From an optimization exercise on the open Yosys and OpenROAD flow, aimed at small area; shortcuts taken in it are not production practice.
In this exercise RTL edits were held to simulation tests only and were not proved equivalent to the original.

Design top, start of the top module:
module top(input clk, rst, reset, start_stop, mode, edit_shift, inc, output reg buzzer, output [0:6] seg,output [3:0] digit,output [4:0] mode_value);
export LEC_CHECK = 0
export ABC_AREA = 1
export CAP_MARGIN = 20
export CORE_MARGIN = 2
export CORE_UTILIZATION = 40
export SLEW_MARGIN = 20
create_clock -name core_clock -period 10.0 [get_ports {clk}]
run.sh (not shown) runs the stock make flow with config.mk's settings and CLKGATE_MAP_FILE= SYNTH_SCRIPT=/design/flow/synth_recipe.tcl, a recipe that flattens the netlist after the stock synthesis.
The starting point passed the timing, design-rule and antenna checks.
==> next run, changes <==
==> flow/flow/run.sh (new file) <==
#!/bin/bash
# Standard synthesis, then an area-oriented re-mapping of the combinational
# logic (registers untouched: same instances, names and cell types), then the
# standard layout from floorplan to finish.
set -euo pipefail
WORK=$(pwd)
R=$WORK/orfs/results/$FLOW_PLATFORM/top/base
bash standard.sh synth > $WORK/std_synth.log 2>&1
cp $R/1_2_yosys.v $WORK/std_1_2_yosys.v
LIB=$FLOW_HOME/platforms/$FLOW_PLATFORM/lib/sky130_fd_sc_hd__tt_025C_1v80.lib
DU=$(sed -n '/DONT_USE_CELLS += /,/^#/p' $FLOW_HOME/platforms/$FLOW_PLATFORM/config.mk | grep -o "sky130_fd_sc_hd__[a-z0-9_]*" | sed 's/^/-dont_use /' | tr '\n' ' ')
sed -e "s#@LIB@#$LIB#g" -e "s#@DU@#$DU#g" -e "s#@IN@#$WORK/std_1_2_yosys.v#g" -e "s#@OUT@#$WORK/reopt.v#g" -e "s#@ABC@#$WORK/flow/reopt.abc#g" $WORK/flow/reopt.ys > $WORK/reopt_run.ys
yosys -s $WORK/reopt_run.ys > $WORK/reopt.log 2>&1
cp $WORK/reopt.v $R/1_2_yosys.v
bash standard.sh "BUFFER_PORTS_ARGS=-buffer_cell sky130_fd_sc_hd__buf_1" "CTS_ARGS=-sink_clustering_enable -repair_clock_nets -dont_use_dummy_load -buf_list sky130_fd_sc_hd__clkbuf_8" finish > $WORK/std_layout.log 2>&1
==> flow/flow/reopt.abc (new file) <==
strash
&get -n
&deepsyn -T 60
&put
dch -f
amap
topo
==> flow/flow/reopt.ys (new file) <==
read_liberty -ignore_miss_func @LIB@
read_verilog @IN@
hierarchy -top top
setattr -mod -set keep_hierarchy 1 sky130_fd_sc_hd__df*
flatten
opt_clean
abc -liberty @LIB@ @DU@ -script @ABC@
opt_clean -purge
splitnets
hilomap -singleton -hicell sky130_fd_sc_hd__conb_1 HI -locell sky130_fd_sc_hd__conb_1 LO
insbuf -buf sky130_fd_sc_hd__buf_4 A X
select top
stat -liberty @LIB@
write_verilog -noattr -nohex -nodec -selected @OUT@
==> flow/standard.sh (new file) <==
#!/bin/bash
# synth_recipe.tcl (not shown) runs the flow's synth.tcl, then flattens the netlist and writes it again
# the make line also repeats each setting of config.mk as NAME=value (left out here)
make -C /OpenROAD-flow-scripts/flow DESIGN_CONFIG=/design/flow/config.mk WORK_HOME=/design/flow/orfs CLKGATE_MAP_FILE= SYNTH_SCRIPT=/design/flow/synth_recipe.tcl "${@:-finish}"
removed: flow/run.sh
What happened: Final cell count is lower by 36%. Global-route usage is lower by 1.9 points. Non-clock buffer count is lower by 4. Design area is lower by 32%. Critical path depth is lower by 1. Maximum frequency is higher by 8.5%. First-iteration DRC count is lower by 12%. Clock-buffer cell count is lower by 1.
==> next run, changes <==
--- a/flow/flow/run.sh
+++ b/flow/flow/run.sh
@@ -13,3 +13,3 @@
 yosys -s $WORK/reopt_run.ys > $WORK/reopt.log 2>&1
 cp $WORK/reopt.v $R/1_2_yosys.v
-bash standard.sh "BUFFER_PORTS_ARGS=-buffer_cell sky130_fd_sc_hd__buf_1" "CTS_ARGS=-sink_clustering_enable -repair_clock_nets -dont_use_dummy_load -buf_list sky130_fd_sc_hd__clkbuf_8" finish > $WORK/std_layout.log 2>&1
+bash standard.sh > $WORK/std_layout.log 2>&1
Outcome: Via count climbs slightly; global-route usage went up by 3.1 points; worst setup slack degrades by 0.57 ns; synthesized cell count went down by a few percent.
==> next run, changes <==
==> flow/flow/run.sh (replaced) <==
#!/bin/bash
# Standard synthesis; then an area-oriented re-synthesis of the combinational
# logic only (registers keep their instances, names and cell types), tried with
# a few random seeds of which the smallest is kept; then the standard layout
# from floorplan to finish, with the smallest buffers on the ports and
# mid-size clock buffers.
set -euo pipefail
WORK=$(pwd)
R=$WORK/orfs/results/$FLOW_PLATFORM/top/base
bash standard.sh synth > $WORK/std_synth.log 2>&1
cp $R/1_2_yosys.v $WORK/std_1_2_yosys.v
LIB=$FLOW_HOME/platforms/$FLOW_PLATFORM/lib/sky130_fd_sc_hd__tt_025C_1v80.lib
DU=$(sed -n '/DONT_USE_CELLS += /,/^#/p' $FLOW_HOME/platforms/$FLOW_PLATFORM/config.mk | grep -o "sky130_fd_sc_hd__[a-z0-9_]*" | sed 's/^/-dont_use /' | tr '\n' ' ')
for S in 1 2 3 4; do
  printf "strash\n&get -n\n&deepsyn -T 90 -S $S\n&put\ndch -f\namap -m -F 4 -A 10\ntopo\n" > $WORK/reopt_$S.abc
  sed -e "s#@LIB@#$LIB#g" -e "s#@DU@#$DU#g" -e "s#@IN@#$WORK/std_1_2_yosys.v#g" -e "s#@OUT@#$WORK/reopt_$S.v#g" -e "s#@ABC@#$WORK/reopt_$S.abc#g" $WORK/flow/reopt.ys > $WORK/reopt_$S.ys
  yosys -s $WORK/reopt_$S.ys > $WORK/reopt_$S.log 2>&1 &
done
wait
BEST=""; BA=""
for S in 1 2 3 4; do
  A=$(grep "Chip area for module" $WORK/reopt_$S.log | tail -1 | awk '{print $NF}')
  echo "seed $S: $A" >> $WORK/reopt_areas.txt
  if [[ -n "$A" && -s $WORK/reopt_$S.v ]] && { [[ -z "$BA" ]] || awk "BEGIN{exit !($A < $BA)}"; }; then BEST=$S; BA=$A; fi
done
echo "best: seed $BEST ($BA)" >> $WORK/reopt_areas.txt
cp $WORK/reopt_$BEST.v $R/1_2_yosys.v
bash standard.sh "BUFFER_PORTS_ARGS=-buffer_cell sky130_fd_sc_hd__buf_1" "CTS_ARGS=-sink_clustering_enable -repair_clock_nets -dont_use_dummy_load -buf_list {sky130_fd_sc_hd__clkbuf_4 sky130_fd_sc_hd__clkbuf_8} -sink_clustering_size 12" finish > $WORK/std_layout.log 2>&1
removed: flow/flow/reopt.abc
The changed run completed with no timing, DRC or antenna violations. Global-route usage decreases by 0.36 points. Die area decreases by 1.5%. Via count decreases by about 1.6%.

-- separate check: timing with driven ports --
The flow's constraints put no driver on any port. The routed layouts listed below were extracted and timed again, unchanged, in two steps.
Step 1: set_driving_cell puts a clkbuf_16 on clk and a buf_2 on each other input, an assumption about the parent block.
Step 2, shift: input delay + t, output delay - t, t = (earliest + latest rising clock arrival at the registers) / 2. This alone moves slack from input paths to output paths.
a / b / c = no drivers / after step 1 / after step 2; a / b = the first two.
run | t (ns) | setup slack, ns | worst hold slack (ns) | clock arrival spread, ns | worst data-port slew with drivers (ns)
the first run | 0.418 | 3.270 / 3.241 / 3.241 | 0.450 / 0.450 / 0.450 | 0.016 / 0.016 | 0.03
the second run | 0.418 | 3.799 / 3.778 / 3.553 | 0.415 / 0.415 / 0.415 | 0.025 / 0.024 | 0.03
the third run | 0.398 | 3.228 / 3.203 / 3.203 | 0.441 / 0.441 / 0.441 | 0.010 / 0.010 | 0.03
the fourth run | 0.420 | 3.533 / 3.493 / 3.513 | 0.433 / 0.433 / 0.433 | 0.019 / 0.019 | 0.03
After both steps every run listed still meets setup and hold. The setup slack of the second run, which loses most, moves by -0.021 ns with the drivers and by -0.246 ns with both steps.
